What follows belongs to an exercise in optimizing a design on an open flow for small area, a short achievable clock period and few clock cycles; a production flow would make more cautious choices.
RTL that was checked went through simulation tests only; none was proved equivalent to the original.

==> v37: inputs <==
==> flow/design.v (excerpt) <==
module Dual_mode_neuron (
    input wire clk,
    input wire rstn,
    input wire mode,     
    input wire signed [26 : 0] i_in,    
    output wire signed [26 : 0] v,
    output reg signed [26:0] h_0,
    output reg done
);
==> flow/config.mk <==
export PLATFORM = sky130hd
export DESIGN_NAME = Dual_mode_neuron
export DESIGN_NICKNAME = Dual_mode_neuron
export VERILOG_FILES = /design/flow/design.v
export SDC_FILE = /design/flow/constraint.sdc
export NUM_CORES = 8
export LEC_CHECK = 0
export CAP_MARGIN = 20
export CORE_MARGIN = 2
export CORE_UTILIZATION = 40
export PLACE_DENSITY = 0.75
export SETUP_SLACK_MARGIN = 4
export SLEW_MARGIN = 20
==> flow/constraint.sdc <==
create_clock -name core_clock -period 11.0 [get_ports {clk}]
set_input_delay 2.2000 -clock core_clock [delete_from_list [all_inputs] [get_ports {clk}]]
set_output_delay 2.2000 -clock core_clock [all_outputs]
set_load 0.01 [all_outputs]
run.sh (not shown) runs the stock make flow with config.mk's settings and CLKGATE_MAP_FILE= SYNTH_SCRIPT=/design/flow/synth_recipe.tcl, a recipe that flattens the netlist after the stock synthesis.
==> inputs of v16, as changes to v37 <==
--- a/flow/design.v
+++ b/flow/design.v
@@ -725,12 +725,74 @@
 end
 always @(posedge clk) begin
     if (gX & uaX) AO_X <= asum;
     if (gM & uaM) AO_M <= asum;
     if (gN & uaN) AO_N <= asum;
 end
+function [4:0] succX;
+    input [4:0] p;
+    begin
+        case (p)
+            5'd0: succX = 5'd1;
+            5'd1: succX = 5'd2;
+            5'd2: succX = 5'd3;
+            5'd3: succX = 5'd4;
+            5'd4: succX = 5'd5;
+            5'd5: succX = 5'd6;
+            5'd6: succX = 5'd7;
+            5'd7: succX = 5'd8;
+            5'd8: succX = 5'd9;
+            5'd9: succX = 5'd10;
+            5'd10: succX = 5'd11;
+            5'd11: succX = 5'd12;
+            5'd12: succX = 5'd13;
+            5'd13: succX = 5'd14;
+            5'd14: succX = 5'd15;
+            5'd15: succX = 5'd16;
+            5'd16: succX = 5'd17;
+            5'd17: succX = 5'd18;
+            5'd18: succX = 5'd19;
+            5'd19: succX = 5'd20;
+            5'd20: succX = 5'd21;
+            5'd21: succX = 5'd22;
+            5'd22: succX = 5'd23;
+            5'd23: succX = 5'd24;
+            5'd24: succX = 5'd25;
+            5'd25: succX = 5'd26;
+            5'd26: succX = 5'd27;
+            5'd27: succX = 5'd28;
+            5'd28: succX = 5'd29;
+            5'd29: succX = 5'd30;
+            5'd30: succX = 5'd31;
+            default: succX = 5'd0;
+        endcase
+    end
+endfunction
+function [3:0] succ4;
+    input [3:0] p;
+    begin
+        case (p)
+            4'd0: succ4 = 4'd1;
+            4'd1: succ4 = 4'd2;
+            4'd2: succ4 = 4'd3;
+            4'd3: succ4 = 4'd4;
+            4'd4: succ4 = 4'd5;
+            4'd5: succ4 = 4'd6;
+            4'd6: succ4 = 4'd7;
+            4'd7: succ4 = 4'd8;
+            4'd8: succ4 = 4'd9;
+            4'd9: succ4 = 4'd10;
+            4'd10: succ4 = 4'd11;
+            4'd11: succ4 = 4'd12;
+            4'd12: succ4 = 4'd13;
+            4'd13: succ4 = 4'd14;
+            4'd14: succ4 = 4'd15;
+            default: succ4 = 4'd0;
+        endcase
+    end
+endfunction
 always @(posedge clk or negedge rstn) begin
     if (!rstn) begin
         pcX <= XP0;
         pcM <= YP0;
         pcN <= YN4;
         pcZ <= Z0;
@@ -748,30 +810,30 @@
                 XV1:  pcX <= XV3;
                 XV3:  pcX <= XV5;
                 XV5:  pcX <= XT0;
                 H7:   pcX <= (vneg & esp) ? S1 : H0;
                 AXS:  pcX <= esp ? S1 : H0;
                 S2:   pcX <= H0;
-                default: pcX <= pcX + 5'd1;
+                default: pcX <= succX(pcX);
             endcase
         end
         if (gM) begin
             case (pcM)
                 YP0:  pcM <= YM5;
                 YA1:  pcM <= YM0;
                 YM6:  pcM <= YA0;
-                default: pcM <= pcM + 4'd1;
+                default: pcM <= succ4(pcM);
             endcase
         end
         if (gN) begin
             case (pcN)
                 YK4:  begin pcN <= YN0; nfirst <= 1'b0; end
-                default: pcN <= pcN + 4'd1;
+                default: pcN <= succ4(pcN);
             endcase
         end
-        if (gZ) pcZ <= (pcZ == Z2) ? Z0 : pcZ + 2'd1;
+        if (gZ) pcZ <= (pcZ == Z0) ? Z1 : (pcZ == Z1) ? Z2 : Z0;
     end
 end
 always @(posedge clk) begin
     if (gX) case (pcX)
         XT1: SX1 <= ou_x1;
         XT2: SX4 <= ou_x4;
==> qor summary <==
item                                                                   v16          v37
Number of buffers outside the clock class in the layout              1,020        1,036
Hold_ws                                                           0.479 ns     0.429 ns
Synthesized netlist cell count                                       11.2k        11.3k
Path depth of the worst reg2reg path                                    33           25
Met3 routing resource usage after global routing                     15.5%        15.8%
Core Area                                                      252,000 um2  254,000 um2
Min Clock Period, post-route                                       7.98 ns      7.57 ns
Max-slew headroom                                                    10.7%        5.63%
Max FO, Critical Path                                                   14            5
Global-route usage over all layers                                   38.0%        37.7%
Hold path endpoint                                              uexp.it[4]          e4s
1st-pass router iterations                                              17           14
Worst-path cell with the longest stage delay                      a2111o_1       xor2_1
Outcome                                           timing/DRC/antenna clean  timing/DRC/antenna clean
Mean Syn Cell Area                                                9.04 um2     9.00 um2
Tap cell instance count                                              3,348        3,366
Share of synthesized cell area in and, or, nand and nor gates        14.0%        14.5%
Area growth, synth to finish                                         19.4%        19.2%
Sequential cell area fraction in the yosys report                    30.6%        30.4%
Met1 layer usage reported by global route                            45.0%        45.8%
Number of DRC markers in iteration 0                                 17.9k        18.2k
Chip Width                                                          507 um       509 um
Testbench counts of v37, summed over its fixed seeds: cycles 571,752.
Function not checked in v16: the RTL went through the layout flow alone.

==> lagoon: inputs <==
Another version of the RTL of Dual_mode_neuron (not shown whole).
export LEC_CHECK = 0
export CAP_MARGIN = 20
export CORE_MARGIN = 2
export CORE_UTILIZATION = 40
export PLACE_DENSITY = 0.75
export SETUP_SLACK_MARGIN = 3.5
export SLEW_MARGIN = 20
create_clock -name core_clock -period 11.0 [get_ports {clk}]
==> violet (differences from lagoon) <==
--- a/flow/design.v
+++ b/flow/design.v
@@ -458,12 +458,14 @@
     pr3 <= pr3_n;
     psg <= (ma != 27'sd0) & (mb != 27'sd0) & (ma[26] ^ mb[26]);
     if (t1) MO_X <= mres;
     if (t2) MO_M <= mres;
     if (t4) MO_N <= mres;
     if (t5) MO_H <= mres;
+    if (gN && pcN == YK2) MO_N <= {PN[26], asum[25:0]};
+    if (gH && pcH == HV1) MO_H <= {PH[26], bsum[25:0]};
 end
 wire signed [26:0] PX = t1 ? mres : MO_X;
 wire signed [26:0] PM = t2 ? mres : MO_M;
 wire signed [26:0] PN = t4 ? mres : MO_N;
 wire signed [26:0] PH = t5 ? mres : MO_H;
 always @(posedge clk or negedge rstn) begin
@@ -588,13 +590,14 @@
 localparam [2:0]
     Z0  = 3'd0, Z1  = 3'd1, Z2  = 3'd2,                                
     ZA0 = 3'd3, ZA1 = 3'd4;                                            
 localparam [3:0]
     HH0 = 4'd0, HH1 = 4'd1, HH2 = 4'd2, HH3 = 4'd3, HH4 = 4'd4, HH5 = 4'd5,   
     HV1 = 4'd6, HV3 = 4'd7, HV5 = 4'd8,                                 
-    HQ0 = 4'd9;                                                        
+    HQ0 = 4'd9,                                                        
+    HV2 = 4'd10;
 reg [4:0] pcX;
 reg [3:0] pcM;
 reg [3:0] pcN;
 reg [2:0] pcZ;
 reg [3:0] pcH;
 reg       vr;            
@@ -678,13 +681,13 @@
     YN1: begin umN = 1'b1; maN = AO_N; mbN = n_0; end
     YN2: begin okN = mvN | t4; uaN = 1'b1; aaN = d1r; abN = PN; asN = 1'b1; end
     YN3: begin uaN = 1'b1; aaN = AO_N >>> 7; abN = n_0; end
     YN4: begin umN = 1'b1; maN = nfirst ? n_0 : AO_N; mbN = nfirst ? n_0 : AO_N; end
     YK0: begin okN = vflag | nfirst; uaN = 1'b1; aaN = $signed(-27'd37822136); abN = Vm; asN = 1'b1; end
     YK1: begin okN = mvN; umN = 1'b1; maN = MO_N; mbN = MO_N; end
-    YK2: begin okN = mvN; umN = 1'b1; maN = MO_N; mbN = $signed(27'd18874368); end
+    YK2: begin okN = mvN | t4; uaN = 1'b1; aaN = PN <<< 5; abN = PN <<< 2; end      
     YK3: begin okN = mvN; umN = 1'b1; maN = MO_N; mbN = AO_N >>> 7; end
     YK4: begin okN = (mvN | t4) & bflag & ~aflag;
                uaN = 1'b1; aaN = ACC; abN = { {4{PN[26]}}, PN[26], PN[21:0]}; end
     default: ;
     endcase
 end
@@ -711,14 +714,14 @@
     HH0: begin okH = rdv[2] & tah_v; uaH = 1'b1; aaH = ah_ext; abH = d3r; end
     HH1: begin umH = 1'b1; maH = AO_H; mbH = h_0; end
     HH2: ;
     HH3: begin okH = mvH | t5; uaH = 1'b1; aaH = ah_ext; abH = PH; asH = 1'b1; end
     HH4: begin uaH = 1'b1; aaH = AO_H >>> 7; abH = h_0; end
     HH5: begin okH = pflag; umH = 1'b1; maH = MO_M; mbH = AO_H; end
-    HV1: begin okH = mvH; umH = 1'b1; maH = MO_H; mbH = $signed(27'd62914560);
-               uaH = 1'b1; aaH = $signed(27'd28898755); abH = Vm; asH = 1'b1; end
+    HV1: begin okH = mvH | t5; uaH = 1'b1; aaH = PH <<< 7; abH = PH <<< 3; asH = 1'b1; end    
+    HV2: begin uaH = 1'b1; aaH = $signed(27'd28898755); abH = Vm; asH = 1'b1; end
     HV3: begin okH = mvH & aflag; umH = 1'b1; maH = MO_H; mbH = AO_H >>> 7;
                uaH = 1'b1; aaH = ACC; abH = i_in; end
     HV5: begin okH = (mvH | t5) & ~vr & ~xtb & ~vflag; uaH = 1'b1; aaH = AO_H; abH = PH; end
     default: ;
     endcase
 end
@@ -753,22 +756,22 @@
 end
 always @(posedge clk or negedge rstn) begin
     if (!rstn) begin
         mvX <= 1'b0; mvM <= 1'b0; mvN <= 1'b0; mvH <= 1'b0;
     end
     else begin
-        if (gH & umH) mvH <= 1'b0; else if (t5) mvH <= 1'b1;
+        if (gH & umH) mvH <= 1'b0; else if (t5 | (gH && pcH == HV1)) mvH <= 1'b1;
         if (gX & umX) mvX <= 1'b0; else if (t1) mvX <= 1'b1;
         if (gM & umM) mvM <= 1'b0; else if (t2) mvM <= 1'b1;
-        if (gN & umN) mvN <= 1'b0; else if (t4) mvN <= 1'b1;
+        if (gN & umN) mvN <= 1'b0; else if (t4 | (gN && pcN == YK2)) mvN <= 1'b1;
     end
 end
 always @(posedge clk) begin
     if (gX & uaX) AO_X <= bsum;
     if (gM & uaM) AO_M <= asum;
-    if (gN & uaN) AO_N <= asum;
+    if (gN & uaN & (pcN != YK2)) AO_N <= asum;
     if (gH & uaH) AO_H <= bsum;
 end
 function [4:0] succX;
     input [4:0] p;
     begin
         case (p)
@@ -868,13 +871,14 @@
         if (gZ) pcZ <= (pcZ == Z0) ? Z1 : (pcZ == Z1) ? Z2 : (pcZ == Z2) ? ZA0 : (pcZ == ZA0) ? ZA1 : Z0;
         if (gH) begin
             case (pcH)
                 HQ0:  pcH <= HV1;
                 HH1:  pcH <= HH3;
                 HH5:  pcH <= HV1;
-                HV1:  pcH <= HV3;
+                HV1:  pcH <= HV2;
+                HV2:  pcH <= HV3;
                 HV3:  pcH <= HV5;
                 HV5:  pcH <= HH0;
                 default: pcH <= succ4(pcH);
             endcase
         end
     end
--- a/flow/config.mk
+++ b/flow/config.mk
@@ -6,8 +6,8 @@
 export NUM_CORES = 8
 export LEC_CHECK = 0
 export CAP_MARGIN = 20
 export CORE_MARGIN = 2
 export CORE_UTILIZATION = 40
 export PLACE_DENSITY = 0.75
-export SETUP_SLACK_MARGIN = 3.5
+export SETUP_SLACK_MARGIN = 3
 export SLEW_MARGIN = 20
==> umber (differences from lagoon) <==
--- a/flow/design.v
+++ b/flow/design.v
@@ -458,12 +458,14 @@
     pr3 <= pr3_n;
     psg <= (ma != 27'sd0) & (mb != 27'sd0) & (ma[26] ^ mb[26]);
     if (t1) MO_X <= mres;
     if (t2) MO_M <= mres;
     if (t4) MO_N <= mres;
     if (t5) MO_H <= mres;
+    if (gN && pcN == YK2) MO_N <= {PN[26], nsum[25:0]};
+    if (gH && pcH == HV1) MO_H <= {PH[26], bsum[25:0]};
 end
 wire signed [26:0] PX = t1 ? mres : MO_X;
 wire signed [26:0] PM = t2 ? mres : MO_M;
 wire signed [26:0] PN = t4 ? mres : MO_N;
 wire signed [26:0] PH = t5 ? mres : MO_H;
 always @(posedge clk or negedge rstn) begin
@@ -474,15 +476,22 @@
         t1 <= (mtag == 3'd1); t2 <= (mtag == 3'd2); t4 <= (mtag == 3'd4); t5 <= (mtag == 3'd5);
     end
 end
 reg  signed [26:0] aa, ab;
 reg                asub;
 wire signed [26:0] asum = aa + (asub ? ~ab : ab) + {26'd0, asub};
+reg  signed [26:0] aaN, abN;         
+reg                asN;
+wire signed [26:0] nsum = aaN + (asN ? ~abN : abN) + {26'd0, asN};
+wire signed [26:0] zsum = (pcZ == Z0) ? $signed(27'd524288) + e1r : $signed(27'd524288) - mres;
 reg  signed [26:0] ba, bb;
 reg                bsub;
 wire signed [26:0] bsum = ba + (bsub ? ~bb : bb) + {26'd0, bsub};
+reg  signed [26:0] aaX, abX;         
+reg                asX;
+wire signed [26:0] xsum = aaX + (asX ? ~abX : abX) + {26'd0, asX};
 reg  signed [26:0] AO_X, AO_M, AO_N, AO_H;
 reg  [20:0] SX1, SX2, SX3, SX4;
 reg  [3:0]  sxv;                 
 reg  [1:0]  xp;                  
 reg  [20:0] SD1x, SD1y, SD2x, SD2y, SD3y;
 reg         sd1xv, sd1yv, sd2xv, sd2yv, sd3yv;
@@ -588,39 +597,40 @@
 localparam [2:0]
     Z0  = 3'd0, Z1  = 3'd1, Z2  = 3'd2,                                
     ZA0 = 3'd3, ZA1 = 3'd4;                                            
 localparam [3:0]
     HH0 = 4'd0, HH1 = 4'd1, HH2 = 4'd2, HH3 = 4'd3, HH4 = 4'd4, HH5 = 4'd5,   
     HV1 = 4'd6, HV3 = 4'd7, HV5 = 4'd8,                                 
-    HQ0 = 4'd9;                                                        
+    HQ0 = 4'd9,                                                        
+    HV2 = 4'd10;
 reg [4:0] pcX;
 reg [3:0] pcM;
 reg [3:0] pcN;
 reg [2:0] pcZ;
 reg [3:0] pcH;
 reg       vr;            
 reg       xtb;           
 reg       xfirst;        
 reg       nfirst;        
 reg       tah_v;         
 reg       mvX;
-reg               okX, umX, uaX;  reg signed [26:0] maX, mbX, aaX, abX; reg asX;
+reg               okX, umX, uaX;  reg signed [26:0] maX, mbX;
 reg               okM, umM, uaM;  reg signed [26:0] maM, mbM, aaM, abM; reg asM;
-reg               okN, umN, uaN;  reg signed [26:0] maN, mbN, aaN, abN; reg asN;
-reg               okZ, umZ, uaZ;  reg signed [26:0] maZ, mbZ, aaZ, abZ; reg asZ;
+reg               okN, umN, uaN;  reg signed [26:0] maN, mbN;
+reg               okZ, umZ;  reg signed [26:0] maZ, mbZ;
 reg               okH, umH, uaH;  reg signed [26:0] maH, mbH, aaH, abH; reg asH;
 reg       sp_c1, sp_c2, sp_e0;
 wire signed [26:0] tb_p   = (pcX == AX) ? 27'sd0 : e1r;
 wire signed [26:0] tb_q   = (pcX == AX) ? Vm : AO_X;
 wire signed [26:0] tb_n   = tb_p + tb_q + $signed(27'd26214400);
 wire signed [26:0] a0_vr  = $signed(-27'b0_0111010_0000000000000000000) + $signed(27'd26214400);
 wire        [20:0] x_vr   = {a0_vr[26], a0_vr[23:4]} - $signed(21'd452706);
 wire               vneg   = AO_X[26];
 wire        [20:0] x_newc = {tb_n[26], tb_n[23:4]} - $signed(21'd452706);
 wire               espc   = tb_n >= $signed('d10485760);
-wire               vnegc  = bsum[26];
+wire               vnegc  = xsum[26];
 wire        [3:0]  ei_newc = x_newc[20] ? ~x_newc[19:16] : x_newc[19:16];
 always @(*) begin
     okX = 1'b1; umX = 1'b0; uaX = 1'b0;
     maX = 27'sd0; mbX = 27'sd0; aaX = 27'sd0; abX = 27'sd0; asX = 1'b0;
     ad_start = 1'b0; ad_x = x_newc; ad_leak = 1'b0; ad_abort = 1'b0;
     case (pcX)
@@ -634,13 +644,13 @@
                uaX = 1'b1; aaX = Vm; abX = $signed(27'd26214400); end
     XT4: begin okX = mvX | t1; umX = 1'b1; maX = AO_X; mbX = $signed(27'd5243);
                uaX = 1'b1; aaX = Vm; abX = $signed(27'd18350080); end
     XT5: begin okX = mvX | t1; umX = 1'b1; maX = AO_X; mbX = $signed(27'd52429);
                uaX = 1'b1; aaX = $signed(-27'd25910313); abX = Vm; asX = 1'b1; end
     XT6: begin okX = mvX | t1; umX = 1'b1; maX = $signed(27'd157286); mbX = AO_X >>> 7; end
-    XT7: begin okX = (mvX | t1) & ~bflag; uaX = 1'b1; aaX = Vm; abX = { {6{PX[26]}}, PX[26], PX[19:0]}; end
+    XT7: begin okX = mvX & ~bflag; uaX = 1'b1; aaX = Vm; abX = { {6{MO_X[26]}}, MO_X[26], MO_X[19:0]}; end
     H0: begin umX = 1'b1; maX = $signed(27'd524113); mbX = m_0; end
     H1: begin umX = 1'b1; maX = $signed(27'd349); mbX = Vm; end
     H2: begin umX = 1'b1; maX = $signed(27'd524025); mbX = Vm; uaX = 1'b1; aaX = MO_X; abX = $signed(27'd24466); end
     H3: begin umX = 1'b1; maX = $signed(-27'd53); mbX = m_0; uaX = 1'b1; aaX = MO_X; abX = AO_X; end
     H4: begin uaX = 1'b1; aaX = MO_X; abX = i_in; end
     H5: begin uaX = 1'b1; aaX = MO_X >>> 1; abX = AO_X; end
@@ -678,29 +688,26 @@
     YN1: begin umN = 1'b1; maN = AO_N; mbN = n_0; end
     YN2: begin okN = mvN | t4; uaN = 1'b1; aaN = d1r; abN = PN; asN = 1'b1; end
     YN3: begin uaN = 1'b1; aaN = AO_N >>> 7; abN = n_0; end
     YN4: begin umN = 1'b1; maN = nfirst ? n_0 : AO_N; mbN = nfirst ? n_0 : AO_N; end
     YK0: begin okN = vflag | nfirst; uaN = 1'b1; aaN = $signed(-27'd37822136); abN = Vm; asN = 1'b1; end
     YK1: begin okN = mvN; umN = 1'b1; maN = MO_N; mbN = MO_N; end
-    YK2: begin okN = mvN; umN = 1'b1; maN = MO_N; mbN = $signed(27'd18874368); end
+    YK2: begin okN = mvN | t4; uaN = 1'b1; aaN = PN <<< 5; abN = PN <<< 2; end      
     YK3: begin okN = mvN; umN = 1'b1; maN = MO_N; mbN = AO_N >>> 7; end
     YK4: begin okN = (mvN | t4) & bflag & ~aflag;
                uaN = 1'b1; aaN = ACC; abN = { {4{PN[26]}}, PN[26], PN[21:0]}; end
     default: ;
     endcase
 end
 always @(*) begin
-    okZ = 1'b1; umZ = 1'b0; uaZ = 1'b0;
-    maZ = 27'sd0; mbZ = 27'sd0; aaZ = 27'sd0; abZ = 27'sd0; asZ = 1'b0;
+    okZ = 1'b1; umZ = 1'b0;
+    maZ = 27'sd0; mbZ = 27'sd0;
     case (pcZ)
-    Z0: begin okZ = r1_ok & zfree;
-              umZ = 1'b1; maZ = e1r; mbZ = $signed(27'd70955);
-              uaZ = 1'b1; aaZ = $signed(27'd524288); abZ = e1r; end
-    Z1: begin umZ = 1'b1; maZ = ext(R1); mbZ = $signed(27'd317997);
-              uaZ = 1'b1; aaZ = $signed(27'd524288); abZ = mres; asZ = 1'b1; end
-    Z2: begin uaZ = 1'b1; aaZ = $signed(27'd524288); abZ = mres; asZ = 1'b1; end
+    Z0: begin okZ = r1_ok & zfree; umZ = 1'b1; maZ = e1r; mbZ = $signed(27'd70955); end
+    Z1: begin umZ = 1'b1; maZ = ext(R1); mbZ = $signed(27'd317997); end
+    Z2: ;
     ZA0: begin okZ = rxv[1] & ~tah_v; umZ = 1'b1; maZ = { {3{t2b[23]}} , t2b}; mbZ = $signed(27'd36700); end
     ZA1: ;
     default: ;
     endcase
 end
 always @(*) begin
@@ -711,14 +718,14 @@
     HH0: begin okH = rdv[2] & tah_v; uaH = 1'b1; aaH = ah_ext; abH = d3r; end
     HH1: begin umH = 1'b1; maH = AO_H; mbH = h_0; end
     HH2: ;
     HH3: begin okH = mvH | t5; uaH = 1'b1; aaH = ah_ext; abH = PH; asH = 1'b1; end
     HH4: begin uaH = 1'b1; aaH = AO_H >>> 7; abH = h_0; end
     HH5: begin okH = pflag; umH = 1'b1; maH = MO_M; mbH = AO_H; end
-    HV1: begin okH = mvH; umH = 1'b1; maH = MO_H; mbH = $signed(27'd62914560);
-               uaH = 1'b1; aaH = $signed(27'd28898755); abH = Vm; asH = 1'b1; end
+    HV1: begin okH = mvH | t5; uaH = 1'b1; aaH = PH <<< 7; abH = PH <<< 3; asH = 1'b1; end    
+    HV2: begin uaH = 1'b1; aaH = $signed(27'd28898755); abH = Vm; asH = 1'b1; end
     HV3: begin okH = mvH & aflag; umH = 1'b1; maH = MO_H; mbH = AO_H >>> 7;
                uaH = 1'b1; aaH = ACC; abH = i_in; end
     HV5: begin okH = (mvH | t5) & ~vr & ~xtb & ~vflag; uaH = 1'b1; aaH = AO_H; abH = PH; end
     default: ;
     endcase
 end
@@ -726,49 +733,48 @@
 wire rZ = hh & okZ, rH = hh & okH, rX = okX, rM = hh & okM, rN = hh & okN;
 wire sMZ = rZ & umZ;
 wire sMH = rH & umH & ~sMZ;
 wire sMX = rX & umX & ~sMZ & ~(rH & umH);
 wire sMM = rM & umM & ~sMZ & ~(rH & umH) & ~(rX & umX);
 wire sMN = rN & umN & ~sMZ & ~(rH & umH) & ~(rX & umX) & ~(rM & umM);
-wire sAZ = rZ & uaZ;
-wire sAM = rM & uaM & ~sAZ;
-wire sAN = rN & uaN & ~sAZ & ~(rM & uaM);
+wire sAM = rM & uaM;
+wire sAN = rN & uaN;
 wire sAH = rH & uaH;
-wire sAX = rX & uaX & ~(rH & uaH);
-wire gZ = rZ & (~umZ | sMZ) & (~uaZ | sAZ);
+wire sAX = rX & uaX;
+wire gZ = rZ & (~umZ | sMZ);
 wire gH = rH & (~umH | sMH) & (~uaH | sAH);
 wire gX = rX & (~umX | sMX) & (~uaX | sAX);
 wire gM = rM & (~umM | sMM) & (~uaM | sAM);
 wire gN = rN & (~umN | sMN) & (~uaN | sAN);
 assign xgo = gX;
 always @(*) begin
     ma = sMZ ? maZ : sMH ? maH : sMX ? maX : sMM ? maM : maN;
     mb = sMZ ? mbZ : sMH ? mbH : sMX ? mbX : sMM ? mbM : mbN;
     mtag = (sMZ & gZ) ? 3'd3 : (sMH & gH) ? 3'd5 : (sMX & gX) ? 3'd1 : (sMM & gM) ? 3'd2 : (sMN & gN) ? 3'd4 : 3'd0;
-    aa = sAZ ? aaZ : sAM ? aaM : aaN;
-    ab = sAZ ? abZ : sAM ? abM : abN;
-    asub = sAZ ? asZ : sAM ? asM : asN;
-    ba = sAH ? aaH : aaX;
-    bb = sAH ? abH : abX;
-    bsub = sAH ? asH : asX;
+    aa = aaM;
+    ab = abM;
+    asub = asM;
+    ba = aaH;
+    bb = abH;
+    bsub = asH;
 end
 always @(posedge clk or negedge rstn) begin
     if (!rstn) begin
         mvX <= 1'b0; mvM <= 1'b0; mvN <= 1'b0; mvH <= 1'b0;
     end
     else begin
-        if (gH & umH) mvH <= 1'b0; else if (t5) mvH <= 1'b1;
+        if (gH & umH) mvH <= 1'b0; else if (t5 | (gH && pcH == HV1)) mvH <= 1'b1;
         if (gX & umX) mvX <= 1'b0; else if (t1) mvX <= 1'b1;
         if (gM & umM) mvM <= 1'b0; else if (t2) mvM <= 1'b1;
-        if (gN & umN) mvN <= 1'b0; else if (t4) mvN <= 1'b1;
+        if (gN & umN) mvN <= 1'b0; else if (t4 | (gN && pcN == YK2)) mvN <= 1'b1;
     end
 end
 always @(posedge clk) begin
-    if (gX & uaX) AO_X <= bsum;
+    if (gX & uaX) AO_X <= xsum;
     if (gM & uaM) AO_M <= asum;
-    if (gN & uaN) AO_N <= asum;
+    if (gN & uaN & (pcN != YK2)) AO_N <= nsum;
     if (gH & uaH) AO_H <= bsum;
 end
 function [4:0] succX;
     input [4:0] p;
     begin
         case (p)
@@ -868,13 +874,14 @@
         if (gZ) pcZ <= (pcZ == Z0) ? Z1 : (pcZ == Z1) ? Z2 : (pcZ == Z2) ? ZA0 : (pcZ == ZA0) ? ZA1 : Z0;
         if (gH) begin
             case (pcH)
                 HQ0:  pcH <= HV1;
                 HH1:  pcH <= HH3;
                 HH5:  pcH <= HV1;
-                HV1:  pcH <= HV3;
+                HV1:  pcH <= HV2;
+                HV2:  pcH <= HV3;
                 HV3:  pcH <= HV5;
                 HV5:  pcH <= HH0;
                 default: pcH <= succ4(pcH);
             endcase
         end
     end
@@ -884,21 +891,21 @@
         XT1: SX1 <= ou_x1;
         XT2: SX4 <= ou_x4;
         XT3: SX3 <= ou_x23;
         XT4: SX2 <= ou_x23;
         XT5: SD1x <= { {6{PX[26]}}, PX[19:5]};
         XT6: SD2x <= { {3{PX[26]}}, PX[22:5]};
-        XT7: ACC <= bsum;
+        XT7: ACC <= xsum;
         default: ;
     endcase
     if (gZ && pcZ == ZA1) TAH <= {mres[26], mres[19:0]};
-    if (gN && pcN == YK4) ACC <= asum;
+    if (gN && pcN == YK4) ACC <= nsum;
     if (gZ) case (pcZ)
-        Z0:  SD3y <= {asum[26], asum[24:5]};
-        Z1:  SD1y <= {asum[26], asum[24:5]};     
-        Z2:  SD2y <= {asum[26], asum[24:5]};     
+        Z0:  SD3y <= {zsum[26], zsum[24:5]};
+        Z1:  SD1y <= {zsum[26], zsum[24:5]};     
+        Z2:  SD2y <= {zsum[26], zsum[24:5]};     
         default: ;
     endcase
 end
 wire [3:0] sx_set = (gX && pcX == XT1) ? 4'b0001 : (gX && pcX == XT2) ? 4'b1000 :
                     (gX && pcX == XT3) ? 4'b0100 : (gX && pcX == XT4) ? 4'b0010 : 4'b0000;
 wire [3:0] rx_clr = {(gM && pcM == YM0), (gN && pcN == YN0), (gZ && pcZ == ZA0), (gZ && pcZ == Z1) | (gX && pcX == H6)};
==> flow/config.mk (replaced) <==
export PLATFORM = sky130hd
export DESIGN_NAME = Dual_mode_neuron
export DESIGN_NICKNAME = Dual_mode_neuron
export VERILOG_FILES = /design/flow/design.v
export SDC_FILE = /design/flow/constraint.sdc
export NUM_CORES = 8
export LEC_CHECK = 0
export ABC_AREA = 1
export CAP_MARGIN = 30
export CORE_MARGIN = 2
export CORE_UTILIZATION = 40
export PLACE_DENSITY = 0.75
export SETUP_SLACK_MARGIN = 3.5
export SLEW_MARGIN = 30
==> results.cfg <==
[outcome]
status = timing/DRC/antenna clean

[finish]
num-multi-input-gates = 8781
clock_tree_area_fraction_pct = 4.34

[setup_path]
worst-r2r-cell-count = 29

[synth]
synth_seq_area_share_pct = 31.2

[placement]
placed_cells_incl_taps = 14600
(the above is from lagoon)
==> results.cfg <==
[outcome]
status = timing/DRC/antenna clean

[finish]
nets = 12800
num-multi-input-gates = 8996
clock_tree_area_fraction_pct = 4.48
design_area_um2 = 118000

[route]
highest_layer_used_for_signal_routing = met5

[global_route]
global_route.usage.met3_pct = 14.3
global_route.peak_usage_layer = met2

[synth]
synth_seq_area_share_pct = 30.7

[placement]
placed_cells_incl_taps = 14800

[setup_path]
worst-r2r-cell-count = 30
(the above is from violet)
==> results.cfg <==
[finish]
ant_diodes = 84
clock_tree_area_fraction_pct = 4.12
num-multi-input-gates = 11500

[placement]
placed_cells_incl_taps = 18800

[floorplanning]
ioPinCount = 85

[clock_network]
clk_latency_ns = 0.92

[route]
detailroute.wirelength.met2_mm = 254

[outcome]
status = timing/DRC/antenna clean
(the above is from umber)
Testbench counts of umber, summed over its fixed seeds: cycles 489,012.
The RTL of lagoon and violet was laid out without a check of its function.

[port drivers added, routing unchanged]
The flow's constraints put no driver on any port. The routed layouts listed below were extracted and timed again, unchanged, in two steps. Step 1 assumes that a clkbuf_16 drives the clock port and a buf_2 every other input. Step 2 adds t to the input delays and takes it off the output delays; t is the mean of the earliest and latest rising clock arrival at the registers after step 1. Input paths then give back, and output paths get back, about the clock's delay inside the block. Three values: ideal, step 1, step 2; two values: the first two.
run | shift t [ns] | setup WS [ns] | worst slew at a driven data input, ns
v37 | 0.976 | 3.427 / 3.427 / 2.795 | 0.04
v16 | 0.968 | 3.016 / 3.016 / 2.566 | 0.05
lagoon | 0.974 | 3.081 / 3.081 / 2.330 | 0.11
violet | 0.961 | 3.005 / 3.005 / 2.206 | 0.04
umber | 0.996 | 3.508 / 3.508 / 2.649 | 0.18
After both steps every run listed still meets setup and hold. The setup slack of umber, which loses most, moves by 0.000 ns with the drivers and by -0.859 ns with both steps.
